From an optimization exercise on the open Yosys and OpenROAD flow, aimed at small area; shortcuts taken in it are not production practice.
Only simulation tests tie the RTL to the original design; equivalence was not proved.
Power figures rest on the tool's default switching activity, not on a simulated workload.

<file path="flow/config.mk">
export PLATFORM = sky130hd
export DESIGN_NAME = tlb
export DESIGN_NICKNAME = tlb
export VERILOG_FILES = /design/flow/design.v
export SDC_FILE = /design/flow/constraint.sdc
export NUM_CORES = 4
export LEC_CHECK = 0
export CAP_MARGIN = 20
export CORE_MARGIN = 2
export CORE_UTILIZATION = 40
export SETUP_SLACK_MARGIN = 0.3
export SLEW_MARGIN = 20
export SYNTH_HIERARCHICAL = 1
export SYNTH_MINIMUM_KEEP_SIZE = 0
</file>
<file path="flow/constraint.sdc">
create_clock -name core_clock -period 10.0 [get_ports {clk}]
set_input_delay 2.0000 -clock core_clock [delete_from_list [all_inputs] [get_ports {clk}]]
set_output_delay 2.0000 -clock core_clock [all_outputs]
set_load 0.01 [all_outputs]
</file>
<file path="flow/design.v">
module tlb
(
    input  wire                      clk,
    input  wire [               18:0] s0_vppn    ,
    input  wire                       s0_va_bit12,
    input  wire [                9:0] s0_asid    ,
    output wire                       s0_found   ,
    output wire [$clog2(16)-1:0] s0_index   ,
    output wire [               19:0] s0_ppn     ,
    output wire [                5:0] s0_ps      ,
    output wire [                1:0] s0_plv     ,
    output wire [                1:0] s0_mat     ,
    output wire                       s0_d       ,
    output wire                       s0_v       ,
    input  wire [               18:0] s1_vppn    ,
    input  wire                       s1_va_bit12,
    input  wire [                9:0] s1_asid    ,
    output wire                       s1_found   ,
    output wire [$clog2(16)-1:0] s1_index   ,
    output wire [               19:0] s1_ppn     ,
    output wire [                5:0] s1_ps      ,
    output wire [                1:0] s1_plv     ,
    output wire [                1:0] s1_mat     ,
    output wire                       s1_d       ,
    output wire                       s1_v       ,
    input  wire                      invtlb_valid,
    input  wire [               4:0] invtlb_op   ,
    input  wire                       we     ,
    input  wire [$clog2(16)-1:0] w_index,
    input  wire                       w_e    ,
    input  wire [               18:0] w_vppn ,
    input  wire [                5:0] w_ps   ,
    input  wire [                9:0] w_asid ,
    input  wire                       w_g    ,
    input  wire [               19:0] w_ppn0 ,
    input  wire [                1:0] w_plv0 ,
    input  wire [                1:0] w_mat0 ,
    input  wire                       w_d0   ,
    input  wire                       w_v0   ,
    input  wire [               19:0] w_ppn1 ,
    input  wire [                1:0] w_plv1 ,
    input  wire [                1:0] w_mat1 ,
    input  wire                       w_d1   ,
    input  wire                       w_v1   ,
    input  wire [$clog2(16)-1:0] r_index,
    output wire                       r_e    ,
    output wire [               18:0] r_vppn ,
    output wire [                5:0] r_ps   ,
    output wire [                9:0] r_asid ,
    output wire                       r_g    ,
    output wire [               19:0] r_ppn0 ,
    output wire [                1:0] r_plv0 ,
    output wire [                1:0] r_mat0 ,
    output wire                       r_d0   ,
    output wire                       r_v0   ,
    output wire [               19:0] r_ppn1 ,
    output wire [                1:0] r_plv1 ,
    output wire [                1:0] r_mat1 ,
    output wire                       r_d1   ,
    output wire                       r_v1
);
localparam PD = 26;
localparam W  = 88;
reg  [15:0]     tlb_e;
reg  [16*W-1:0] ent;
wire [W-1:0] w_word = {w_vppn, w_ps, w_asid, w_g,
                       w_ppn0, w_plv0, w_mat0, w_d0, w_v0,
                       w_ppn1, w_plv1, w_mat1, w_d1, w_v1};
wire [15:0] e_g, e_huge, va0, va1, as0, as1, m0, m1;
genvar gi, gb;
generate
for (gi = 0; gi < 16; gi = gi + 1) begin : cmp
    wire [W-1:0] q = ent[gi*W +: W];
    assign e_g[gi]    = q[2*PD];
    assign e_huge[gi] = (q[68:63] == 6'd21);
    tlb_cmp c0 (.sv(s0_vppn), .sa(s0_asid), .ev(q[87:69]), .ea(q[62:53]),
                .huge(e_huge[gi]), .g(e_g[gi]), .e(tlb_e[gi]),
                .match(m0[gi]), .va(va0[gi]), .as(as0[gi]));
    tlb_cmp c1 (.sv(s1_vppn), .sa(s1_asid), .ev(q[87:69]), .ea(q[62:53]),
                .huge(e_huge[gi]), .g(e_g[gi]), .e(tlb_e[gi]),
                .match(m1[gi]), .va(va1[gi]), .as(as1[gi]));
end
endgenerate
wire [15:0] f0, f1, g00, g01, g10, g11;
wire [31:0] sel0, sel1;  
genvar gk;
generate
for (gk = 0; gk < 16; gk = gk + 1) begin : il
    assign sel0[2*gk] = g00[gk]; assign sel0[2*gk+1] = g01[gk];
    assign sel1[2*gk] = g10[gk]; assign sel1[2*gk+1] = g11[gk];
end
endgenerate
tlb_prio p0 (.m(m0), .huge(e_huge), .v8(s0_vppn[8]), .b12(s0_va_bit12),
             .f(f0), .g0(g00), .g1(g01), .found(s0_found), .index(s0_index));
tlb_prio p1 (.m(m1), .huge(e_huge), .v8(s1_vppn[8]), .b12(s1_va_bit12),
             .f(f1), .g0(g10), .g1(g11), .found(s1_found), .index(s1_index));
wire [PD-1:0] s0_pd, s1_pd;
generate
for (gb = 0; gb < PD; gb = gb + 1) begin : spd
    wire [31:0] col;
    for (gi = 0; gi < 16; gi = gi + 1) begin : c
        assign col[2*gi]   = ent[gi*W + PD + gb];  
        assign col[2*gi+1] = ent[gi*W + gb];       
    end
    tlb_mux32 u0 (.s(sel0), .d(col), .y(s0_pd[gb]));
    tlb_mux32 u1 (.s(sel1), .d(col), .y(s1_pd[gb]));
end
for (gb = 0; gb < 6; gb = gb + 1) begin : sps
    wire [15:0] col;
    for (gi = 0; gi < 16; gi = gi + 1) begin : c
        assign col[gi] = ent[gi*W + 63 + gb];
    end
    tlb_mux16 u0 (.s(f0), .d(col), .y(s0_ps[gb]));
    tlb_mux16 u1 (.s(f1), .d(col), .y(s1_ps[gb]));
end
endgenerate
assign {s0_ppn, s0_plv, s0_mat, s0_d, s0_v} = s0_pd;
assign {s1_ppn, s1_plv, s1_mat, s1_d, s1_v} = s1_pd;
wire [15:0] r_oh = 16'd1 << r_index;
wire [W-1:0] r_word;
generate
for (gb = 0; gb < W; gb = gb + 1) begin : rd
    wire [15:0] col;
    for (gi = 0; gi < 16; gi = gi + 1) begin : c
        assign col[gi] = ent[gi*W + gb];
    end
    tlb_mux16 u (.s(r_oh), .d(col), .y(r_word[gb]));
end
endgenerate
tlb_mux16 u_re (.s(r_oh), .d(tlb_e), .y(r_e));
assign {r_vppn, r_ps, r_asid, r_g,
        r_ppn0, r_plv0, r_mat0, r_d0, r_v0,
        r_ppn1, r_plv1, r_mat1, r_d1, r_v1} = r_word;
wire [15:0] inv_sel =
      (invtlb_op == 5'd0 || invtlb_op == 5'd1) ? 16'hffff
    : (invtlb_op == 5'd2) ? e_g
    : (invtlb_op == 5'd3) ? ~e_g
    : (invtlb_op == 5'd4) ? (~e_g & as1)
    : (invtlb_op == 5'd5) ? (~e_g & as1 & va1)
    : (invtlb_op == 5'd6) ? ((e_g | as1) & va1)
    : 16'h0000;
integer j;
always @(posedge clk) begin
    for (j = 0; j < 16; j = j + 1) begin
        if (we && w_index == j) begin
            tlb_e[j]       <= w_e;
            ent[j*W +: W]  <= w_word;
        end else if (invtlb_valid && inv_sel[j]) begin
            tlb_e[j] <= 1'b0;
        end
    end
end
endmodule
module tlb_cmp (
    input  wire [18:0] sv,
    input  wire [ 9:0] sa,
    input  wire [18:0] ev,
    input  wire [ 9:0] ea,
    input  wire        huge,
    input  wire        g,
    input  wire        e,
    output wire        match,
    output wire        va,
    output wire        as
);
    assign va    = (sv[18:9] == ev[18:9]) && (huge || sv[8:0] == ev[8:0]);
    assign as    = (sa == ea);
    assign match = e && va && (g || as);
endmodule
module tlb_prio (
    input  wire [15:0] m,
    input  wire [15:0] huge,
    input  wire        v8,
    input  wire        b12,
    output wire [15:0] f,
    output wire [15:0] g0,
    output wire [15:0] g1,
    output wire        found,
    output reg  [ 3:0] index
);
    assign f = m & ~(m - 16'd1);
    wire [15:0] odd = (huge & {16{v8}}) | (~huge & {16{b12}});
    assign g1 = f & odd;
    assign g0 = f & ~odd;
    assign found = |m;
    integer k;
    always @(*) begin
        index = 4'd0;
        for (k = 0; k < 16; k = k + 1)
            index = index | ({4{f[k]}} & k[3:0]);
    end
endmodule
module tlb_mux16 (
    input  wire [15:0] s,
    input  wire [15:0] d,
    output wire        y
);
    wire [5:0] n;
    genvar i;
    generate
    for (i = 0; i < 5; i = i + 1) begin : a
        tlb_aoi222 u (.a1(s[3*i]), .a2(d[3*i]), .b1(s[3*i+1]), .b2(d[3*i+1]),
                      .c1(s[3*i+2]), .c2(d[3*i+2]), .y(n[i]));
    end
    endgenerate
    tlb_nand2 u5 (.a(s[15]), .b(d[15]), .y(n[5]));
    wire p0, p1;
    tlb_nand3 u6 (.a(n[0]), .b(n[1]), .c(n[2]), .y(p0));
    tlb_nand3 u7 (.a(n[3]), .b(n[4]), .c(n[5]), .y(p1));
    tlb_or2   u8 (.a(p0), .b(p1), .y(y));
endmodule
module tlb_mux32 (
    input  wire [31:0] s,
    input  wire [31:0] d,
    output wire        y
);
    wire [11:0] n;
    genvar i;
    generate
    for (i = 0; i < 10; i = i + 1) begin : a
        tlb_aoi222 u (.a1(s[3*i]), .a2(d[3*i]), .b1(s[3*i+1]), .b2(d[3*i+1]),
                      .c1(s[3*i+2]), .c2(d[3*i+2]), .y(n[i]));
    end
    endgenerate
    tlb_nand2 u10 (.a(s[30]), .b(d[30]), .y(n[10]));
    tlb_nand2 u11 (.a(s[31]), .b(d[31]), .y(n[11]));
    wire p0, p1, p2;
    tlb_nand4 u12 (.a(n[0]), .b(n[1]), .c(n[2]),  .d(n[3]),  .y(p0));
    tlb_nand4 u13 (.a(n[4]), .b(n[5]), .c(n[6]),  .d(n[7]),  .y(p1));
    tlb_nand4 u14 (.a(n[8]), .b(n[9]), .c(n[10]), .d(n[11]), .y(p2));
    tlb_or3   u15 (.a(p0), .b(p1), .c(p2), .y(y));
endmodule
module tlb_aoi222 (input wire a1, a2, b1, b2, c1, c2, output wire y);
    assign y = ~((a1 & a2) | (b1 & b2) | (c1 & c2));
endmodule
module tlb_nand2 (input wire a, b, output wire y);
    assign y = ~(a & b);
endmodule
module tlb_nand3 (input wire a, b, c, output wire y);
    assign y = ~(a & b & c);
endmodule
module tlb_nand4 (input wire a, b, c, d, output wire y);
    assign y = ~(a & b & c & d);
endmodule
module tlb_or2 (input wire a, b, output wire y);
    assign y = a | b;
endmodule
module tlb_or3 (input wire a, b, c, output wire y);
    assign y = a | b | c;
endmodule
</file>
<file path="flow/run.sh">
#!/bin/bash
# synth_recipe.tcl (not shown) runs the flow's synth.tcl, then flattens the netlist and writes it again
# the make line also repeats each setting of config.mk as NAME=value (left out here)
make -C /OpenROAD-flow-scripts/flow DESIGN_CONFIG=/design/flow/config.mk WORK_HOME=/design/flow/orfs CLKGATE_MAP_FILE= SYNTH_SCRIPT=/design/flow/synth_recipe.tcl finish
</file>
==> flow_metrics.env, run 1 <==
export IMPL_crit_fanout=26
export IMPL_ir_worst_vdd_v=0.000202
export IMPL_avgSynthCellArea_um2=14.2
export IMPL_cts_num_sinks=1424
export IMPL_path_delay_family="simple AND/OR/NAND/NOR gates"
export IMPL_power_leakage_nw=28.0
export IMPL_place_ws_ns=0.450
export IMPL_switchingPower_w=0.00336
export IMPL_post_drt_wl_per_cell_um=38.3
export IMPL_area_growth_pct=20.6
export IMPL_use_met3=0.105
export IMPL_syn_nets=5183
export IMPL_cp_required_ns=8.00
export IMPL_route_detailed_drc=0
export IMPL_maxCapViolCount=0
export IMPL_ys_warn_count=8
export IMPL_htree_levels=4
export IMPL_layout_drive_gt1_share=0.134
export IMPL_die_h_um=427
export IMPL_finalWorstSetupSlack_ns=0.252
export IMPL_cp_buffers_inverters=3
export IMPL_comb_power_share=0.078
export IMPL_setup_tns_ns=0
export IMPL_firstDrtPassIters=19
export IMPL_slowest_delay_ns=0.73
export IMPL_slew_headroom=0.125
export IMPL_final_util=0.484
export IMPL_die_area_um2=182000
export IMPL_row_count=155
export IMPL_gp_routability_congestion=1.03
export IMPL_grt_setup_unrepaired="no"
export IMPL_syn_inst=5018
export IMPL_place_area_um2=80700
export IMPL_internal_power_w=0.0105
export IMPL_clock_root_buffer="clkbuf_16"
export IMPL_die_w_um=427
export IMPL_status="complete, no violations"
export IMPL_core_um2=178000
export IMPL_gr_total_overflow=0
export IMPL_syn_area_um2=71500
export IMPL_via_count=60400
export IMPL_worstSetupStartpointType="input port"
export IMPL_use_met2=0.504
export IMPL_hp_class="flop to flop"
export IMPL_clk_pin_slew_ns=0.06
export IMPL_setup_viol=0
export IMPL_grt_pass1_vias=57400
export IMPL_layout_common_cells="edfxtp_1 (1424), a222oi_1 (1025), xor2_1 (800)"
export IMPL_p_seq_frac=0.493
export IMPL_cp_end_kind="output port"
export IMPL_power_share_clock=0.429
export IMPL_power_density_nw_per_um2=160
export IMPL_port_buffers=327
export IMPL_pin_count=328
export IMPL_drv_slew=0
export IMPL_crit_chain="clkdlybuf4s50_1, xor2_1, nor4_1, a41oi_1, a2111oi_2, buf_4, nor3_1, and2_1, and3_2, a222oi_1, nand4_1, or3_1, clkdlybuf4s50_1"
export IMPL_drtAntennaViolNets=0
export IMPL_layout_commonest_cell="edfxtp_1"
export IMPL_fin_crit_sh=0.975
export IMPL_grt_pass1_wl_um=433000
export IMPL_fillers=15500
export IMPL_cts_tree="yes"
export IMPL_p_sw_frac=0.243
export IMPL_grt_usage=0.334
export IMPL_hpwlAfterDp_um=202000
export IMPL_use_met1=0.409
export IMPL_routed_wirelength_um=316000
export IMPL_dr_first_iter_drc_count=16200
export IMPL_min_period_ns=9.75
export IMPL_finalInstanceArea_um2=86200
export IMPL_grt_max_degree=91
export IMPL_antenna_found_initial=16
export IMPL_crit_top_cell="clkdlybuf4s50_1"
export IMPL_cts_buffer_depth=3
export IMPL_clock_latency_ns=0.83
export IMPL_busiest_layer="met2"
export IMPL_crit_arrival_ns=7.75
export IMPL_initial_core_util=0.401
export IMPL_fmax_mhz=103
export IMPL_fin_skew_ns=0.0444
export IMPL_cts_buffers=160
export IMPL_crit_type="input port to output port"
export IMPL_finalHoldViolations=0
export IMPL_worst_slew_pin_slew_ns=1.31
export IMPL_crit_slowest_cell="nor4_1"
export IMPL_nets=5925
export IMPL_vias_per_cell=7.31
stage by stage:
step	power, W	std cells	hold slack, ns
4_1_cts	0.0138	8237	0.906
3_3_place_gp	0.00797	7943	0.873
3_5_place_dp	0.00798	7947	0.887
6_report	0.0138	8260	0.913
2_1_floorplan	0.00737	5018	0.817
5_1_grt	0.0141	8249	0.971
worst register-to-register path: stages, from the launching register on:
cell	delay, ns
edfxtp_1	0.44
nand4bb_1	0.26
nor3b_2	0.98
a41oi_1	0.42
nor2_1	0.36
inv_1	0.07
a21oi_1	0.14
a221o_1	0.17
a311o_1	0.17
power groups by stage:
stage / Sequential, W / Combinational [W] / Clock, W
detailed placement: 0.00693 / 0.00106 / 0
floorplan: 0.00691 / 0.000462 / 0
global route: 0.00681 / 0.00113 / 0.00620
global placement: 0.00692 / 0.00105 / 0
finish: 0.00681 / 0.00108 / 0.00593
CTS: 0.00680 / 0.00106 / 0.00597
final timing paths:
path,from,cells past startpoint,end,slack [ns]
max,s0_vppn[7],13,s0_ppn[12],0.25
max reg2reg,ent[1036],8,tlb_e[11],6.74
min,ent[404],3,tlb_e[4],0.91
min reg2reg,ent[404],3,tlb_e[4],0.91
flip-flops by register name, indices dropped and copies added (netlist names):
| signal | flops |
|---|---|
| ent | 1408 |
| tlb_e | 16 |
what timing repair did:
action                     CTS  global route
setup endpoints to repair    0            23
setup buffers                0             5
hold buffers                 0             0
gates resized for setup      0             7
routing by layer:
metal,part of all wire,wire length [um]
met1,0.34,108000
met2,0.44,138000
met3,0.14,44300
met4,0.082,25800
met5,0.00014,43
cell type report:
type,count,area (um2),area share
Sequential cell,1424,42800,0.496
Timing Repair Buffer,609,5910,0.0686
Antenna cell,17,42.5,0.000494
Clock buffer,193,4190,0.0486
Clock inverter,97,1030,0.0120
Multi-Input combinational cell,3438,28800,0.334
Tap cell,2355,2950,0.0342
Inverter,127,477,0.00553
==> inputs of run 2 (changes only) <==
--- a/flow/design.v
+++ b/flow/design.v
@@ -66,21 +66,25 @@
 wire [W-1:0] w_word = {w_vppn, w_ps, w_asid, w_g,
                        w_ppn0, w_plv0, w_mat0, w_d0, w_v0,
                        w_ppn1, w_plv1, w_mat1, w_d1, w_v1};
-wire [15:0] e_g, e_huge, va0, va1, as0, as1, m0, m1;
+wire [15:0] e_g, e_huge, m0, m1, lo_ok1, hi_ne1, as_ne1;
 genvar gi, gb;
 generate
 for (gi = 0; gi < 16; gi = gi + 1) begin : cmp
     wire [W-1:0] q = ent[gi*W +: W];
+    wire huge_n = ~(q[68:63] == 6'd21);
+    wire g_n    = ~q[2*PD];
     assign e_g[gi]    = q[2*PD];
-    assign e_huge[gi] = (q[68:63] == 6'd21);
+    assign e_huge[gi] = ~huge_n;
     tlb_cmp c0 (.sv(s0_vppn), .sa(s0_asid), .ev(q[87:69]), .ea(q[62:53]),
-                .huge(e_huge[gi]), .g(e_g[gi]), .e(tlb_e[gi]),
-                .match(m0[gi]), .va(va0[gi]), .as(as0[gi]));
+                .huge_n(huge_n), .g_n(g_n), .e(tlb_e[gi]),
+                .match(m0[gi]), .lo_ok(), .hi_ne(), .as_ne());
     tlb_cmp c1 (.sv(s1_vppn), .sa(s1_asid), .ev(q[87:69]), .ea(q[62:53]),
-                .huge(e_huge[gi]), .g(e_g[gi]), .e(tlb_e[gi]),
-                .match(m1[gi]), .va(va1[gi]), .as(as1[gi]));
-end
-endgenerate
+                .huge_n(huge_n), .g_n(g_n), .e(tlb_e[gi]),
+                .match(m1[gi]), .lo_ok(lo_ok1[gi]), .hi_ne(hi_ne1[gi]), .as_ne(as_ne1[gi]));
+end
+endgenerate
+wire [15:0] va1 = lo_ok1 & ~hi_ne1;
+wire [15:0] as1 = ~as_ne1;
 wire [15:0] f0, f1, g00, g01, g10, g11;
 wire [31:0] sel0, sel1;  
 genvar gk;
@@ -156,16 +160,43 @@
     input  wire [ 9:0] sa,
     input  wire [18:0] ev,
     input  wire [ 9:0] ea,
-    input  wire        huge,
-    input  wire        g,
+    input  wire        huge_n,
+    input  wire        g_n,
     input  wire        e,
     output wire        match,
-    output wire        va,
-    output wire        as
-);
-    assign va    = (sv[18:9] == ev[18:9]) && (huge || sv[8:0] == ev[8:0]);
-    assign as    = (sa == ea);
-    assign match = e && va && (g || as);
+    output wire        lo_ok,    
+    output wire        hi_ne,    
+    output wire        as_ne     
+);
+    wire [18:0] qv;
+    wire [ 9:0] qa;
+    genvar i;
+    generate
+    for (i = 0; i < 19; i = i + 1) begin : xv
+        tlb_xnor2 u (.a(sv[i]), .b(ev[i]), .y(qv[i]));
+    end
+    for (i = 0; i < 10; i = i + 1) begin : xa
+        tlb_xnor2 u (.a(sa[i]), .b(ea[i]), .y(qa[i]));
+    end
+    endgenerate
+    wire h1, h2, h3, l1, l2, l3, a1, a2, a3, lo_ne, z;
+    tlb_nand4 uh1 (.a(qv[18]), .b(qv[17]), .c(qv[16]), .d(qv[15]), .y(h1));
+    tlb_nand4 uh2 (.a(qv[14]), .b(qv[13]), .c(qv[12]), .d(qv[11]), .y(h2));
+    tlb_nand2 uh3 (.a(qv[10]), .b(qv[9]), .y(h3));
+    tlb_nand3 ul1 (.a(qv[8]), .b(qv[7]), .c(qv[6]), .y(l1));
+    tlb_nand3 ul2 (.a(qv[5]), .b(qv[4]), .c(qv[3]), .y(l2));
+    tlb_nand3 ul3 (.a(qv[2]), .b(qv[1]), .c(qv[0]), .y(l3));
+    tlb_nand4 ua1 (.a(qa[9]), .b(qa[8]), .c(qa[7]), .d(qa[6]), .y(a1));
+    tlb_nand4 ua2 (.a(qa[5]), .b(qa[4]), .c(qa[3]), .d(qa[2]), .y(a2));
+    tlb_nand2 ua3 (.a(qa[1]), .b(qa[0]), .y(a3));
+    tlb_or3   uhn (.a(h1), .b(h2), .c(h3), .y(hi_ne));
+    tlb_or3   uln (.a(l1), .b(l2), .c(l3), .y(lo_ne));
+    tlb_or3   uan (.a(a1), .b(a2), .c(a3), .y(as_ne));
+    wire as_ok;
+    tlb_nand2 ulo (.a(lo_ne), .b(huge_n), .y(lo_ok));
+    tlb_nand2 uao (.a(as_ne), .b(g_n), .y(as_ok));
+    tlb_nand3 uz  (.a(e), .b(lo_ok), .c(as_ok), .y(z));
+    tlb_nor2  um  (.a(z), .b(hi_ne), .y(match));
 endmodule
 module tlb_prio (
     input  wire [15:0] m,
@@ -242,6 +273,12 @@
 module tlb_nand4 (input wire a, b, c, d, output wire y);
     assign y = ~(a & b & c & d);
 endmodule
+module tlb_xnor2 (input wire a, b, output wire y);
+    assign y = ~(a ^ b);
+endmodule
+module tlb_nor2 (input wire a, b, output wire y);
+    assign y = ~(a | b);
+endmodule
 module tlb_or2 (input wire a, b, output wire y);
     assign y = a | b;
 endmodule
==> flow/flow/run.sh (new file) <==
#!/bin/bash
set -euo pipefail
export POST_SYNTH_TCL=$PWD/flow/downsize.tcl
bash standard.sh \
  BUFFER_PORTS_ARGS="-buffer_cell sky130_fd_sc_hd__buf_1" \
  CTS_ARGS="-sink_clustering_enable -repair_clock_nets -dont_use_dummy_load -buf_list sky130_fd_sc_hd__clkbuf_8" \
  finish > standard.log 2>&1
==> flow/flow/downsize.tcl (new file) <==
# Set every combinational cell from synthesis to the smallest drive of its
# own type; timing repair later sizes up only what the paths need.
set db [ord::get_db]
set block [ord::get_db_block]
set dont_use {}
if { [info exists ::env(DONT_USE_CELLS)] } { set dont_use $::env(DONT_USE_CELLS) }
set n 0
foreach inst [$block getInsts] {
  set mname [[$inst getMaster] getName]
  if { ![regexp {^(sky130_fd_sc_hd__)(.*)_([0-9]+)$} $mname -> pre base drv] } { continue }
  if { [regexp {^(df|edf|sdf|sedf|dl|tap|fill|decap|conb|lpflow|probe)} $base] } { continue }
  foreach d {0 1 2} {
    if { $d >= $drv } { break }
    set cand "${pre}${base}_$d"
    if { [lsearch -exact $dont_use $cand] >= 0 } { continue }
    set cm [$db findMaster $cand]
    if { $cm != "NULL" } {
      $inst swapMaster $cm
      incr n
      break
    }
  }
}
puts "downsize: $n instances set to a smaller drive"
==> flow/standard.sh (new file) <==
#!/bin/bash
# synth_recipe.tcl (not shown) runs the flow's synth.tcl, then flattens the netlist and writes it again
# the make line also repeats each setting of config.mk as NAME=value (left out here)
make -C /OpenROAD-flow-scripts/flow DESIGN_CONFIG=/design/flow/config.mk WORK_HOME=/design/flow/orfs CLKGATE_MAP_FILE= SYNTH_SCRIPT=/design/flow/synth_recipe.tcl "${@:-finish}"
--- a/flow/config.mk
+++ b/flow/config.mk
@@ -7,8 +7,8 @@
 export LEC_CHECK = 0
 export CAP_MARGIN = 20
 export CORE_MARGIN = 2
-export CORE_UTILIZATION = 40
-export SETUP_SLACK_MARGIN = 0.3
+export CORE_UTILIZATION = 45
+export SETUP_SLACK_MARGIN = 0.1
 export SLEW_MARGIN = 20
 export SYNTH_HIERARCHICAL = 1
 export SYNTH_MINIMUM_KEEP_SIZE = 0
removed: flow/run.sh
==> flow_metrics.env, run 2 <==
export IMPL_final_util=0.512
export IMPL_gr_total_overflow=0
export IMPL_setup_tns_ns=0
export IMPL_status="complete, no violations"
export IMPL_cts_tree="yes"
export IMPL_fin_cells=7906
export IMPL_synth_simple_area_share=0.115
export IMPL_port_buffers=327
export IMPL_synth_commonest_cells="edfxtp_1 (1424), a222oi_1 (1025), xnor2_1 (930), nand2_1 (352), nand3_1 (341)"
export IMPL_synth_top_family_by_area="compound AO/OA/AOI/OAI gates"
export IMPL_finalInstanceArea_um2=79700
export IMPL_gp_routability_congestion=1.01
export IMPL_synth_xor_area_frac=0.115
export IMPL_ir_worst_vdd_v=0.000116
export IMPL_die_h_um=399
export IMPL_nets=5988
export IMPL_post_drt_wl_per_cell_um=39.8
export IMPL_pin_count=328
export IMPL_power_leakage_nw=24.1
export IMPL_place_area_um2=76300
export IMPL_use_met1=0.489
export IMPL_synth_top_area_frac=0.606
export IMPL_busiest_layer="met2"
export IMPL_layout_common_cells="edfxtp_1 (1424), a222oi_1 (1025), xnor2_1 (930)"
export IMPL_cp_required_ns=8.00
export IMPL_dpl_cell_count=7643
export IMPL_die_area_um2=159000
export IMPL_use_met2=0.559
export IMPL_grt_setup_unrepaired="no"
export IMPL_crit_arrival_ns=7.34
export IMPL_ctsHoldBuffers=0
export IMPL_ys_warn_count=8
export IMPL_synth_cell_types=46
export IMPL_hpwlAfterDp_um=196000
export IMPL_largest_register_ffs=1408
export IMPL_route_detailed_drc=0
export IMPL_yosys_area_um2=70500
export IMPL_slew_headroom=0.151
export IMPL_cp_end_kind="output port"
export IMPL_drtAntennaViolNets=0
export IMPL_clock_latency_ns=0.99
export IMPL_synth_top_cells_by_area="edfxtp_1 (61%), a222oi_1 (15%), xnor2_1 (12%)"
export IMPL_clock_root_buffer="clkbuf_8"
export IMPL_core_um2=156000
export IMPL_worst_slew_pin_slew_ns=1.27
export IMPL_syn_inst=5075
export IMPL_synth_flop_cell="edfxtp_1"
export IMPL_synthAdderAreaFrac=0
export IMPL_routed_wirelength_um=314000
export IMPL_clk_pin_slew_ns=0.06
export IMPL_cts_resized=0
export IMPL_grt_pass1_vias=57600
export IMPL_die_w_um=399
export IMPL_worstSetupStartpointType="input port"
export IMPL_reg_largest_list="ent: 1408 flops, tlb_e: 16 flops"
export IMPL_crit_type="input port to output port"
export IMPL_use_met3=0.131
export IMPL_power_density_nw_per_um2=150
export IMPL_cts_num_sinks=1424
export IMPL_avgSynthCellArea_um2=13.9
export IMPL_syn_area_um2=70300
export IMPL_area_growth_pct=13.3
export IMPL_setup_viol=0
export IMPL_dr_first_iter_drc_count=15900
export IMPL_post_cts_setup_buffers=0
export IMPL_fin_crit_sh=0.934
export IMPL_drv_slew=0
export IMPL_htree_levels=4
export IMPL_row_count=145
export IMPL_antenna_found_initial=34
export IMPL_syn_nets=5240
export IMPL_cts_buffer_depth=3
export IMPL_synth_compound_area_frac=0.154
export IMPL_seq_area_frac_synth=0.606
export IMPL_cts_buffers=233
export IMPL_initial_core_util=0.452
export IMPL_grt_usage=0.380
export IMPL_via_count=60300
export IMPL_vias_per_cell=7.62
export IMPL_layout_drive_gt1_share=0.0933
export IMPL_firstDrtPassIters=17
export IMPL_fmax_mhz=107
export IMPL_grt_max_degree=90
export IMPL_muxShareOfSynthArea=0.00454
export IMPL_fillers=13400
export IMPL_synth_most_common_cell="edfxtp_1"
export IMPL_synth_async_reset_ratio=0
export IMPL_synth_edf_count=1424
export IMPL_maxCapViolCount=0
export IMPL_min_period_ns=9.34
export IMPL_fin_skew_ns=0.0793
export IMPL_synth_largest_area_cell="edfxtp_1"
export IMPL_crit_fanout=26
export IMPL_hp_class="flop to flop"
export IMPL_layout_commonest_cell="edfxtp_1"
export IMPL_regMostFlops="ent"
export IMPL_grt_pass1_wl_um=427000
export IMPL_finalHoldViolations=0
export IMPL_ys_ff_latch=1424
-- run 2: per-layer routing --
metal | vias up | share of wire
li1 | 23700 | -
met1 | 29500 | 0.35
met2 | 5819 | 0.43
met3 | 1234 | 0.15
met4 | 26 | 0.066
met5 | - | 0.0014
-- run 2: worst paths after layout --
path              start         to  slack (ns)  depth (start not counted)
max          s1_asid[2]  s1_mat[0]        0.66                         16
min            ent[140]   tlb_e[1]        0.68                          1
max reg2reg   ent[1386]  tlb_e[15]        7.26                          7
min reg2reg    ent[140]   tlb_e[1]        0.68                          1
-- run 2: report_power, final --
group | switching, W | internal [W] | total [W]
clock | 0.00216 | 0.00203 | 0.00419
combinational | 0.000641 | 0.000332 | 0.000972
sequential | 0.000105 | 0.00671 | 0.00681
-- run 2: cells by family (layout without fill, tap and decap cells) --
| family | count (synthesis) | after routing |
|---|---|---|
| XOR/XNOR | 930 | 930 |
| multiplexers | 32 | 32 |
| buffers and inverters | 73 | 819 |
| AO/OA/AOI/OAI | 1115 | 1115 |
| other | 0 | 27 |
| AND/OR/NAND/NOR | 1501 | 1501 |
| flip-flops | 1424 | 1424 |
-- run 2: worst max-delay path: stages --
cell      delay, ns
buf_1          0.72
xnor2_1        0.20
nand4_1        0.16
or3_1          0.55
nand2_1        0.14
nand3_1        0.08
nor2_1         0.38
or4_1          0.43
nor2_1         0.14
nand3_1        0.24
inv_1          0.23
and2_2         0.59
a222oi_1       0.51
nand4_1        0.20
or3_1          0.51
buf_1          0.19
-- run 2: metrics by stage --
stage / power [W] / setup slack [ns] / hold slack [ns]
detailed placement: 0.00787 / 1.00 / 0.664
finish: 0.0120 / 0.664 / 0.680
CTS: 0.0120 / 0.961 / 0.661
floorplan: 0.00738 / 0.542 / 0.625
global placement: 0.00786 / 1.08 / 0.667
global route: 0.0123 / 0.589 / 0.703
-- run 2: layout make-up --
class                   count  area (um2)  area share
inverters                  53         199     0.00250
diodes                     27        67.6    0.000848
multi-input cells        3578       27900       0.350
flip-flops and latches   1424       42800       0.537
clock buffers             233        3210      0.0402
well taps                2058        2570      0.0323
repair buffers            533        2990      0.0375
-- run 2: Yosys stat by module (local to each module, per instance), excerpt --
module      flops+latches  cell area [um2]  copies in the design  cells inside
tlb_nor2                0             3.75                    32             1
tlb_nand3               0             5.00                   330             1
tlb_nand2               0             3.75                   333             1
tlb_or2                 0             6.26                   101             1
tlb_nand4               0             6.26                   284             1
tlb_aoi222              0             10.0                  1025             1
tlb_xnor2               0             8.76                   928             1
tlb                  1424            44300                     1          1674
tlb_or3                 0             6.26                   148             1
tlb_prio                0              748                     2           110
==> inputs of run 3 (changes only) <==
==> flow/flow/run.sh (replaced) <==
#!/bin/bash
set -euo pipefail
export POST_SYNTH_TCL=$PWD/flow/downsize.tcl
bash standard.sh \
  BUFFER_PORTS_ARGS="-buffer_cell sky130_fd_sc_hd__buf_1" \
  CTS_ARGS="-sink_clustering_enable -repair_clock_nets -dont_use_dummy_load -buf_list sky130_fd_sc_hd__clkbuf_4" \
  finish > standard.log 2>&1
--- a/flow/config.mk
+++ b/flow/config.mk
@@ -7,7 +7,8 @@
 export LEC_CHECK = 0
 export CAP_MARGIN = 20
 export CORE_MARGIN = 2
-export CORE_UTILIZATION = 45
+export CORE_UTILIZATION = 35
+export PLACE_DENSITY = 0.45
 export SETUP_SLACK_MARGIN = 0.1
 export SLEW_MARGIN = 20
 export SYNTH_HIERARCHICAL = 1
==> flow_metrics.env, run 3 <==
export IMPL_largest_register_ffs=1408
export IMPL_clk_pin_slew_ns=0.04
export IMPL_vias_per_cell=6.91
export IMPL_synth_edf_count=1424
export IMPL_drtAntennaViolNets=0
export IMPL_crit_type="input port to output port"
export IMPL_cts_resized=0
export IMPL_p_sw_frac=0.253
export IMPL_reg_largest_list="ent: 1408 flops, tlb_e: 16 flops"
export IMPL_pin_count=328
export IMPL_htree_levels=5
export IMPL_seq_area_frac_synth=0.606
export IMPL_crit_fanout=19
export IMPL_cts_num_sinks=1424
export IMPL_syn_inst=5075
export IMPL_dpl_cell_count=8274
export IMPL_finalHoldViolations=0
export IMPL_gp_routability_congestion=0.956
export IMPL_cp_end_kind="output port"
export IMPL_synth_most_common_cell="edfxtp_1"
export IMPL_maxCapViolCount=0
export IMPL_cts_tree="yes"
export IMPL_via_count=60100
export IMPL_ys_ff_latch=1424
export IMPL_ys_warn_count=8
export IMPL_routed_wirelength_um=343000
export IMPL_slew_headroom=0.172
export IMPL_path_delay_family="simple AND/OR/NAND/NOR gates"
export IMPL_ir_worst_vdd_v=0.000108
export IMPL_gr_total_overflow=0
export IMPL_grt_usage=0.322
export IMPL_grt_setup_unrepaired="no"
export IMPL_layout_drive_gt1_share=0.124
export IMPL_status="complete, no violations"
export IMPL_grt_max_degree=90
export IMPL_area_growth_pct=14.5
export IMPL_switchingPower_w=0.00300
export IMPL_worst_slew_pin_slew_ns=1.24
export IMPL_row_count=164
export IMPL_layout_common_cells="edfxtp_1 (1424), a222oi_1 (1025), xnor2_1 (930)"
export IMPL_crit_chain="buf_1, buf_4, xnor2_1, nand4_1, or3_1, nand2_1, nand3_1, nor2_1, or4_1, nor2_1, nand3b_1, nor2b_4, buf_4, a222oi_1, nand4_1, or3_1, buf_1"
export IMPL_die_h_um=452
export IMPL_clock_root_buffer="clkbuf_4"
export IMPL_regMostFlops="ent"
export IMPL_hp_class="flop to flop"
export IMPL_clock_latency_ns=1.41
export IMPL_synth_cell_types=46
export IMPL_synth_flop_cell="edfxtp_1"
export IMPL_finalInstanceArea_um2=80500
export IMPL_antenna_found_initial=30
export IMPL_dr_first_iter_drc_count=13300
export IMPL_power_density_nw_per_um2=147
export IMPL_synth_async_reset_ratio=0
export IMPL_p_seq_frac=0.575
export IMPL_place_area_um2=77300
export IMPL_post_drt_wl_per_cell_um=39.4
export IMPL_syn_nets=5240
export IMPL_route_detailed_drc=0
export IMPL_slowest_delay_ns=0.99
export IMPL_firstDrtPassIters=15
export IMPL_synth_largest_area_cell="edfxtp_1"
export IMPL_synth_commonest_cells="edfxtp_1 (1424), a222oi_1 (1025), xnor2_1 (930), nand2_1 (352), nand3_1 (341)"
export IMPL_power_share_clock=0.342
export IMPL_setup_viol=0
export IMPL_core_um2=200000
export IMPL_cts_buffers=401
export IMPL_post_cts_setup_buffers=0
export IMPL_synth_top_area_frac=0.606
export IMPL_total_power_w=0.0118
export IMPL_grt_pass1_wl_um=462000
export IMPL_power_leakage_nw=24.5
export IMPL_port_buffers=327
export IMPL_fin_crit_sh=0.913
export IMPL_ctsHoldBuffers=0
export IMPL_die_area_um2=205000
export IMPL_fmax_mhz=110
export IMPL_drv_slew=0
export IMPL_comb_power_share=0.083
export IMPL_cts_buffer_depth=4
export IMPL_avgSynthCellArea_um2=13.9
export IMPL_worstSetupStartpointType="input port"
export IMPL_min_period_ns=9.13
export IMPL_die_w_um=452
export IMPL_fillers=18800
export IMPL_initial_core_util=0.352
export IMPL_crit_arrival_ns=7.13
export IMPL_hpwlAfterDp_um=222000
export IMPL_grt_pass1_vias=58500
export IMPL_fin_cells=8696
export IMPL_cp_required_ns=8.00
export IMPL_setup_tns_ns=0
export IMPL_internal_power_w=0.00884
export IMPL_crit_slowest_cell="nor2b_4"
export IMPL_layout_commonest_cell="edfxtp_1"
export IMPL_cp_buffers_inverters=4
export IMPL_synth_top_cells_by_area="edfxtp_1 (61%), a222oi_1 (15%), xnor2_1 (12%)"
export IMPL_yosys_area_um2=70500
export IMPL_syn_area_um2=70300
export IMPL_fin_skew_ns=0.0846
export IMPL_nets=6189
run 3: metrics by stage:
stage,utilization,hold slack [ns],setup slack (ns)
2_1_floorplan,-,0.625,0.542
3_3_place_gp,0.387,0.667,1.13
3_5_place_dp,0.387,0.681,1.11
4_1_cts,0.402,0.695,1.08
5_1_grt,0.403,0.723,0.810
6_report,0.403,0.686,0.874
run 3: layer usage:
metal  up-vias  part of all wire  track usage
met3      1115              0.11       0.0765
li1      24200                 -            -
met5         -           0.00020            0
met2      4942              0.45        0.500
met1     29900              0.36        0.399
met4        10             0.074        0.216
run 3: layout make-up:
type	instances	area, um2	share of cell area
flip-flops and latches	1424	42800	0.531
repair buffers	566	3260	0.0405
inverters	53	199	0.00247
clock buffers	401	3010	0.0374
well taps	2656	3320	0.0413
multi-input cells	3578	27900	0.346
diodes	18	45.0	0.000560
run 3: path summary, 6_finish.rpt:
path | from | endpoint | slack (ns) | depth (start not counted)
worst max register to register | ent[1386] | tlb_e[15] | 6.83 | 7
worst max-delay path | s0_asid[5] | s0_plv[0] | 0.87 | 17
worst min register to register | ent[932] | tlb_e[10] | 0.69 | 1
worst min-delay path | ent[932] | tlb_e[10] | 0.69 | 1
run 3: power by group through the flow:
stage / Clock [W] / Combinational (W) / Sequential (W)
after global placement: 0 / 0.000970 / 0.00693
after CTS: 0.00418 / 0.000976 / 0.00681
final: 0.00405 / 0.000981 / 0.00681
after floorplan: 0 / 0.000477 / 0.00691
after detailed placement: 0 / 0.000973 / 0.00693
after global routing: 0.00443 / 0.00104 / 0.00682
run 3: modules after synthesis (local to each module, per instance), excerpt:
module      flops+latches  cells inside  cell area (um2)  copies in the design
tlb                  1424          1674            44300                     1
tlb_prio                0           110              748                     2
tlb_aoi222              0             1             10.0                  1025
tlb_xnor2               0             1             8.76                   928
tlb_nand4               0             1             6.26                   284
tlb_or2                 0             1             6.26                   101
tlb_or3                 0             1             6.26                   148
tlb_nand3               0             1             5.00                   330
tlb_nand2               0             1             3.75                   333
tlb_nor2                0             1             3.75                    32
run 3: cell families (layout without fill, tap and decap cells):
family,Yosys count,count (layout),share of synthesized area
compound gates,1115,1115,0.154
xor+xnor,930,930,0.115
buf+inv,73,1020,0.00450
flops,1424,1424,0.606
mux,32,32,0.00454
other cells,0,18,0
simple gates,1501,1501,0.115
==> inputs of run 4 (changes only) <==
--- a/flow/design.v
+++ b/flow/design.v
@@ -143,12 +143,25 @@
     : (invtlb_op == 5'd5) ? (~e_g & as1 & va1)
     : (invtlb_op == 5'd6) ? ((e_g | as1) & va1)
     : 16'h0000;
+wire [16*W-1:0] ent_d;
+generate
+for (gi = 0; gi < 16; gi = gi + 1) begin : wr
+    wire en   = we & (w_index == gi);
+    wire en_n = ~en;
+    for (gb = 0; gb < W; gb = gb + 1) begin : b
+        tlb_a22o h (.a1(en), .a2(w_word[gb]), .b1(en_n), .b2(ent[gi*W + gb]),
+                    .y(ent_d[gi*W + gb]));
+    end
+end
+endgenerate
+always @(posedge clk) begin
+    ent <= ent_d;
+end
 integer j;
 always @(posedge clk) begin
     for (j = 0; j < 16; j = j + 1) begin
         if (we && w_index == j) begin
-            tlb_e[j]       <= w_e;
-            ent[j*W +: W]  <= w_word;
+            tlb_e[j] <= w_e;
         end else if (invtlb_valid && inv_sel[j]) begin
             tlb_e[j] <= 1'b0;
         end
@@ -273,6 +286,9 @@
 module tlb_nand4 (input wire a, b, c, d, output wire y);
     assign y = ~(a & b & c & d);
 endmodule
+module tlb_a22o (input wire a1, a2, b1, b2, output wire y);
+    assign y = (a1 & a2) | (b1 & b2);
+endmodule
 module tlb_xnor2 (input wire a, b, output wire y);
     assign y = ~(a ^ b);
 endmodule
==> flow/flow/run.sh (replaced) <==
#!/bin/bash
set -euo pipefail
export POST_SYNTH_TCL=$PWD/flow/downsize.tcl
bash standard.sh \
  BUFFER_PORTS_ARGS="-buffer_cell sky130_fd_sc_hd__buf_1" \
  CTS_ARGS="-sink_clustering_enable -sink_clustering_size 22 -sink_clustering_max_diameter 100 -repair_clock_nets -dont_use_dummy_load -buf_list sky130_fd_sc_hd__clkbuf_16" \
  finish > standard.log 2>&1
--- a/flow/config.mk
+++ b/flow/config.mk
@@ -5,11 +5,11 @@
 export SDC_FILE = /design/flow/constraint.sdc
 export NUM_CORES = 4
 export LEC_CHECK = 0
-export CAP_MARGIN = 20
+export CAP_MARGIN = 5
 export CORE_MARGIN = 2
 export CORE_UTILIZATION = 35
 export PLACE_DENSITY = 0.45
 export SETUP_SLACK_MARGIN = 0.1
-export SLEW_MARGIN = 20
+export SLEW_MARGIN = 5
 export SYNTH_HIERARCHICAL = 1
 export SYNTH_MINIMUM_KEEP_SIZE = 0
==> flow_metrics.env, run 4 <==
export IMPL_crit_arrival_ns=7.22
export IMPL_synth_top_family_by_area="compound AO/OA/AOI/OAI gates"
export IMPL_synth_top_area_frac=0.409
export IMPL_die_h_um=447
export IMPL_ys_ff_latch=1424
export IMPL_dpl_cell_count=9686
export IMPL_syn_nets=6667
export IMPL_maxCapViolCount=0
export IMPL_fillers=19100
export IMPL_regMostFlops="ent"
export IMPL_clock_root_buffer="clkbuf_16"
export IMPL_gp_routability_congestion=1.03
export IMPL_synth_top_cells_by_area="dfxtp_1 (41%), a22o_1 (18%), a222oi_1 (15%)"
export IMPL_die_area_um2=200000
export IMPL_fin_skew_ns=0.0928
export IMPL_reg_largest_list="ent: 1408 flops, tlb_e: 16 flops"
export IMPL_status="complete, no violations"
export IMPL_grt_pass1_vias=67700
export IMPL_ctsHoldBuffers=0
export IMPL_syn_inst=6502
export IMPL_synth_xor_area_frac=0.118
export IMPL_synth_edf_count=16
export IMPL_place_ws_ns=1.03
export IMPL_die_w_um=447
export IMPL_slowest_delay_ns=1.06
export IMPL_final_util=0.401
export IMPL_cts_buffers=81
export IMPL_core_um2=195000
export IMPL_seq_area_um2=28700
export IMPL_grt_setup_unrepaired="no"
export IMPL_power_leakage_nw=29.1
export IMPL_nets=7310
export IMPL_cts_tree="yes"
export IMPL_row_count=162
export IMPL_cp_required_ns=8.00
export IMPL_syn_area_um2=68600
export IMPL_area_growth_pct=13.8
export IMPL_cts_num_sinks=1424
export IMPL_drtAntennaViolNets=0
export IMPL_grt_usage=0.394
export IMPL_crit_fanout=16
export IMPL_vias_per_cell=7.49
export IMPL_post_drt_wl_per_cell_um=42.3
export IMPL_gr_total_overflow=0
export IMPL_routed_wirelength_um=415000
export IMPL_ir_worst_vdd_v=0.000125
export IMPL_fin_crit_sh=0.922
export IMPL_power_density_nw_per_um2=194
export IMPL_finalHoldViolations=0
export IMPL_fmax_mhz=108
export IMPL_seq_area_frac_synth=0.416
export IMPL_clock_latency_ns=0.77
export IMPL_synth_simple_area_share=0.119
export IMPL_hpwlAfterDp_um=258000
export IMPL_grt_pass1_wl_um=561000
export IMPL_avgSynthCellArea_um2=10.6
export IMPL_route_detailed_drc=0
export IMPL_finalWorstSetupSlack_ns=0.777
export IMPL_synth_commonest_cells="a22o_1 (1408), dfxtp_1 (1408), a222oi_1 (1025), xnor2_1 (930), nand2_1 (367)"
export IMPL_initial_core_util=0.352
export IMPL_crit_slowest_cell="nor2_4"
export IMPL_synthAdderAreaFrac=0
export IMPL_clk_pin_slew_ns=0.09
export IMPL_dr_first_iter_drc_count=17100
export IMPL_hp_class="flop to flop"
export IMPL_cts_resized=0
export IMPL_finalInstanceArea_um2=78100
export IMPL_firstDrtPassIters=19
export IMPL_setup_tns_ns=0
export IMPL_cts_buffer_depth=3
export IMPL_largest_register_ffs=1408
export IMPL_synth_async_reset_ratio=0
export IMPL_htree_levels=3
export IMPL_drv_slew=0
export IMPL_place_area_um2=76000
export IMPL_crit_type="input port to output port"
export IMPL_post_cts_setup_buffers=0
export IMPL_worstSetupStartpointType="input port"
export IMPL_layout_drive_gt1_share=0.0637
export IMPL_synth_largest_area_cell="dfxtp_1"
export IMPL_grt_max_degree=90
export IMPL_cp_end_kind="output port"
export IMPL_min_period_ns=9.22
export IMPL_fin_cells=9801
export IMPL_via_count=73400
export IMPL_muxShareOfSynthArea=0.00465
export IMPL_synth_compound_area_frac=0.337
export IMPL_multiInputGateArea_um2=40200
export IMPL_antenna_found_initial=39
export IMPL_slew_headroom=0.0537
export IMPL_crit_chain="buf_1, xnor2_1, nand4_1, or3_1, nand2_1, nand3_1, nor2_1, or4_1, nor2_1, nand3_1, nor2_4, buf_4, a222oi_1, nand4_1, or3_1, buf_1"
export IMPL_synth_cell_types=46
export IMPL_worst_slew_pin_slew_ns=1.42
export IMPL_layout_common_cells="a22o_1 (1408), dfxtp_1 (1408), a222oi_1 (1025)"
export IMPL_synth_flop_cell="dfxtp_1"
export IMPL_pin_count=328
export IMPL_ys_warn_count=8
export IMPL_port_buffers=327
export IMPL_yosys_area_um2=68800
export IMPL_setup_viol=0
-- run 4: worst max-delay path, delay by kind of cell --
| family | cells | cell delay, ns |
|---|---|---|
| and+or+nand+nor | 11 | 3.95 |
| buffers and inverters | 3 | 0.97 |
| xor gates and xnor gates | 1 | 0.13 |
| AOI/OAI and AO/OA | 1 | 0.13 |
-- run 4: kinds of logic after synthesis --
group | after synthesis
DFF | 1424
buffers and inverters | 89
muxes | 32
and+or+nand+nor | 1512
AOI/OAI and AO/OA | 2515
xor gates and xnor gates | 930
-- run 4: final cells by class --
type                            instances  share of cell area
Antenna cell                           34             0.00109
Sequential cell                      1424               0.367
Inverter                               69             0.00422
Multi-Input combinational cell       4989               0.515
Clock buffer                           81              0.0260
Tap cell                             2624              0.0421
Timing Repair Buffer                  580              0.0442
-- run 4: final timing paths --
path | start | endpoint | slack (ns) | depth (start not counted)
worst max-delay path | s1_asid[5] | s1_ppn[0] | 0.78 | 16
worst min-delay path | ent[1361] | ent[1361] | 0.53 | 1
worst max register to register | ent[947] | tlb_e[10] | 7.24 | 7
worst min register to register | ent[1361] | ent[1361] | 0.53 | 1
-- run 4: per-stage QoR --
stage | hold slack [ns] | power (W)
after floorplan | 0.482 | 0.0102
after global routing | 0.545 | 0.0157
final | 0.532 | 0.0152
after global placement | 0.500 | 0.0116
after CTS | 0.527 | 0.0151
after detailed placement | 0.505 | 0.0116
-- run 4: where the power goes --
group | switching [W] | leakage [nW] | total, W | internal (W)
Clock | 0.00209 | 0.998 | 0.00354 | 0.00145
Sequential | 0.00163 | 11.9 | 0.00855 | 0.00692
Combinational | 0.00141 | 16.2 | 0.00308 | 0.00167
Total | 0.00513 | 29.1 | 0.0152 | 0.0100
-- run 4: per-layer routing --
| metal | global-route usage | vias to the layer above | wire (um) |
|---|---|---|---|
| met3 | 0.135 | 1408 | 53600 |
| met5 | 0.0122 | - | 425 |
| li1 | - | 29300 | - |
| met2 | 0.564 | 6109 | 170000 |
| met4 | 0.223 | 18 | 27500 |
| met1 | 0.514 | 36600 | 163000 |
-- run 4: Yosys stat by module (local to each module, per instance), excerpt --
module,times used,flip-flops and latches,cells inside
tlb,1,1424,1693
tlb_a22o,1408,0,1
tlb_aoi222,1025,0,1
tlb_nand2,333,0,1
tlb_nand3,330,0,1
tlb_nand4,284,0,1
tlb_prio,2,0,110
tlb_xnor2,928,0,1
==> inputs of run 5 (changes only) <==
--- a/flow/config.mk
+++ b/flow/config.mk
@@ -6,9 +6,11 @@
 export NUM_CORES = 4
 export LEC_CHECK = 0
 export CAP_MARGIN = 5
+export CELL_PAD_IN_SITES_DETAIL_PLACEMENT = 1
+export CELL_PAD_IN_SITES_GLOBAL_PLACEMENT = 1
 export CORE_MARGIN = 2
 export CORE_UTILIZATION = 35
-export PLACE_DENSITY = 0.45
+export PLACE_DENSITY = 0.5
 export SETUP_SLACK_MARGIN = 0.1
 export SLEW_MARGIN = 5
 export SYNTH_HIERARCHICAL = 1
==> flow_metrics.env, run 5 <==
export IMPL_status="complete, no violations"
export IMPL_synth_async_reset_ratio=0
export IMPL_maxCapViolCount=0
export IMPL_clk_pin_slew_ns=0.09
export IMPL_port_buffers=327
export IMPL_cp_end_kind="output port"
export IMPL_ir_worst_vdd_v=0.000142
export IMPL_cts_buffers=86
export IMPL_comb_power_share=0.203
export IMPL_power_leakage_nw=29.3
export IMPL_cts_num_sinks=1424
export IMPL_synth_largest_area_cell="dfxtp_1"
export IMPL_avgSynthCellArea_um2=10.6
export IMPL_grt_pass1_wl_um=603000
export IMPL_syn_area_um2=68600
export IMPL_setup_tns_ns=0
export IMPL_ctsHoldBuffers=0
export IMPL_cp_buffers_inverters=5
export IMPL_cts_buffer_depth=3
export IMPL_slowest_delay_ns=0.88
export IMPL_synth_cell_types=46
export IMPL_clock_latency_ns=0.81
export IMPL_switchingPower_w=0.00533
export IMPL_drv_slew=0
export IMPL_cp_required_ns=8.00
export IMPL_dpl_cell_count=9707
export IMPL_worst_slew_pin_slew_ns=1.36
export IMPL_total_power_w=0.0155
export IMPL_synth_top_area_frac=0.409
export IMPL_gr_total_overflow=0
export IMPL_hpwlAfterDp_um=279000
export IMPL_fin_crit_sh=0.999
export IMPL_vias_per_cell=7.61
export IMPL_min_period_ns=9.99
export IMPL_post_drt_wl_per_cell_um=45.1
export IMPL_power_share_clock=0.239
export IMPL_crit_arrival_ns=7.99
export IMPL_htree_levels=3
export IMPL_setup_viol=0
export IMPL_grt_max_degree=90
export IMPL_drtAntennaViolNets=0
export IMPL_gp_routability_congestion=0.987
export IMPL_ys_ff_latch=1424
export IMPL_crit_chain="buf_1, buf_4, xnor2_1, nand4_1, or3_1, nor2_1, or4_1, nor4_1, buf_4, and3_2, buf_12, a222oi_1, nand4_1, or3_1, buf_1"
export IMPL_route_detailed_drc=0
export IMPL_crit_fanout=17
export IMPL_p_seq_frac=0.558
export IMPL_ys_warn_count=8
export IMPL_fmax_mhz=100
export IMPL_seq_area_frac_synth=0.416
export IMPL_row_count=162
export IMPL_largest_register_ffs=1408
export IMPL_synth_edf_count=16
export IMPL_regMostFlops="ent"
export IMPL_initial_core_util=0.352
export IMPL_grt_setup_unrepaired="no"
export IMPL_via_count=74700
export IMPL_grt_pass1_vias=72100
export IMPL_grt_usage=0.424
export IMPL_synth_top_cells_by_area="dfxtp_1 (41%), a22o_1 (18%), a222oi_1 (15%)"
export IMPL_fin_skew_ns=0.111
export IMPL_cts_resized=0
export IMPL_layout_drive_gt1_share=0.0670
export IMPL_area_growth_pct=14.3
export IMPL_finalHoldViolations=0
export IMPL_antenna_found_initial=38
export IMPL_cts_tree="yes"
export IMPL_die_w_um=447
export IMPL_reg_largest_list="ent: 1408 flops, tlb_e: 16 flops"
export IMPL_synth_flop_cell="dfxtp_1"
export IMPL_place_area_um2=76200
export IMPL_layout_common_cells="a22o_1 (1408), dfxtp_1 (1408), a222oi_1 (1025)"
export IMPL_crit_type="input port to output port"
export IMPL_finalInstanceArea_um2=78500
export IMPL_syn_nets=6667
export IMPL_path_delay_family="simple AND/OR/NAND/NOR gates"
export IMPL_die_h_um=447
export IMPL_fin_cells=9817
export IMPL_power_density_nw_per_um2=197
export IMPL_clock_root_buffer="clkbuf_16"
export IMPL_slew_headroom=0.0948
export IMPL_die_area_um2=200000
export IMPL_dr_first_iter_drc_count=14900
export IMPL_routed_wirelength_um=443000
export IMPL_p_sw_frac=0.345
export IMPL_hp_class="flop to flop"
export IMPL_pin_count=328
export IMPL_synth_commonest_cells="a22o_1 (1408), dfxtp_1 (1408), a222oi_1 (1025), xnor2_1 (930), nand2_1 (367)"
export IMPL_worstSetupStartpointType="input port"
export IMPL_internal_power_w=0.0101
export IMPL_core_um2=195000
export IMPL_syn_inst=6502
export IMPL_yosys_area_um2=68800
export IMPL_firstDrtPassIters=14
export IMPL_crit_slowest_cell="a222oi_1"
export IMPL_nets=7336
export IMPL_post_cts_setup_buffers=0
[run 5: cell count changes in the layout (fill, tap and decap cells not counted)]
| cell | change |
|---|---|
| nor3b_1 | +1 |
| nor4_2 | -1 |
| nor3b_2 | -1 |
| clkbuf_16 | +5 |
| buf_12 | +10 |
| diode_2 | -10 |
| nor4_4 | +1 |
| buf_4 | +11 |
[run 5: worst register-to-register path, delay by kind of cell (launching register included)]
family	cells	cell delay, ns
AND/OR/NAND/NOR	4	1.41
AO/OA/AOI/OAI	2	0.59
flip-flops	1	0.47
XOR/XNOR	1	0.18
[run 5: layout make-up]
| cell class | instances | area (um2) |
|---|---|---|
| Sequential cell | 1424 | 28700 |
| Multi-Input combinational cell | 4989 | 40200 |
| Clock buffer | 86 | 2150 |
| Antenna cell | 24 | 60.1 |
| Inverter | 69 | 329 |
| Fill cell | 21600 | 116000 |
| Timing Repair Buffer | 601 | 3740 |
| Tap cell | 2624 | 3280 |
[run 5: path summary, 6_finish.rpt]
path / startpoint / end / slack, ns / cells after the start
min: ent[811] / ent[811] / 0.54 / 1
max: s1_vppn[18] / s1_ppn[14] / 0.006 / 15
min reg2reg: ent[811] / ent[811] / 0.54 / 1
max reg2reg: ent[1404] / tlb_e[15] / 7.04 / 7
[run 5: cells by family (layout without fill, tap and decap cells)]
kind of cell | count (synthesis) | after routing | synth area share
AO/OA/AOI/OAI | 2515 | 2515 | 0.337
XOR/XNOR | 930 | 930 | 0.118
buffers and inverters | 89 | 756 | 0.00549
flip-flops | 1424 | 1424 | 0.416
multiplexers | 32 | 32 | 0.00465
other | 0 | 24 | 0
AND/OR/NAND/NOR | 1512 | 1512 | 0.119
[run 5: power by group through the flow]
stage	clock network, W	registers (W)	logic, W
3_5_place_dp	0	0.00865	0.00308
2_1_floorplan	0	0.00808	0.00216
3_3_place_gp	0	0.00864	0.00300
6_report	0.00369	0.00863	0.00313
4_1_cts	0.00371	0.00854	0.00310
5_1_grt	0.00391	0.00876	0.00336
[run 5: metal layers]
layer	wire length, um	global-route usage
met3	51000	0.110
met2	181000	0.606
met4	33900	0.286
met5	174	0.00635
met1	176000	0.556
[run 5: modules after synthesis, one instance, submodules excluded, a selection]
| module | copies in the design | cell area [um2] | cells inside |
|---|---|---|---|
| tlb_prio | 2 | 748 | 110 |
| tlb_nand4 | 284 | 6.26 | 1 |
| tlb_nand2 | 333 | 3.75 | 1 |
| tlb_a22o | 1408 | 8.76 | 1 |
| tlb_or3 | 148 | 6.26 | 1 |
| tlb_nor2 | 32 | 3.75 | 1 |
| tlb_aoi222 | 1025 | 10.0 | 1 |
| tlb | 1 | 30300 | 1693 |
| tlb_or2 | 101 | 6.26 | 1 |
[run 5: through the flow]
step	hold slack [ns]	setup WS, ns	util
3_5_place_dp	0.508	0.303	0.391
2_1_floorplan	0.482	0.542	-
4_1_cts	0.531	0.294	0.402
6_report	0.540	0.00580	0.403
3_3_place_gp	0.498	0.286	0.391
5_1_grt	0.551	0.225	0.403

==> port drivers added, routing unchanged <==
How much do the figures lean on ideal ports? The routed layouts below were timed once more, with nothing changed but the port constraints.
Step 1 assumes that a clkbuf_16 drives the clock port and a buf_2 every other input.
Step 2, shift: input delay + t, output delay - t, t = (earliest + latest rising clock arrival at the registers) / 2. This alone moves slack from input paths to output paths.
Three values: no drivers, after step 1, after step 2; two values: the first two.
run | t, ns | slack for setup (ns) | worst setup path at the end | worst register clock-pin slew, ns | worst data-port slew with drivers (ns)
run 1 | 0.904 | 0.252 / 0.221 / 0.221 | input to output | 0.07 / 0.07 | 0.19
run 2 | 1.039 | 0.664 / 0.630 / 0.630 | input to output | 0.07 / 0.07 | 0.21
run 3 | 1.449 | 0.874 / 0.852 / 0.852 | input to output | 0.07 / 0.07 | 0.25
run 4 | 0.825 | 0.777 / 0.748 / 0.748 | input to output | 0.10 / 0.10 | 0.20
run 5 | 0.848 | 0.006 / -0.033 / -0.033 | input to output | 0.11 / 0.11 | 0.20
Met with ideal ports but missed after step 2: setup timing in run 5. For run 5, which loses most, drivers alone change the setup slack by -0.039 ns; drivers and shift together by -0.039 ns.
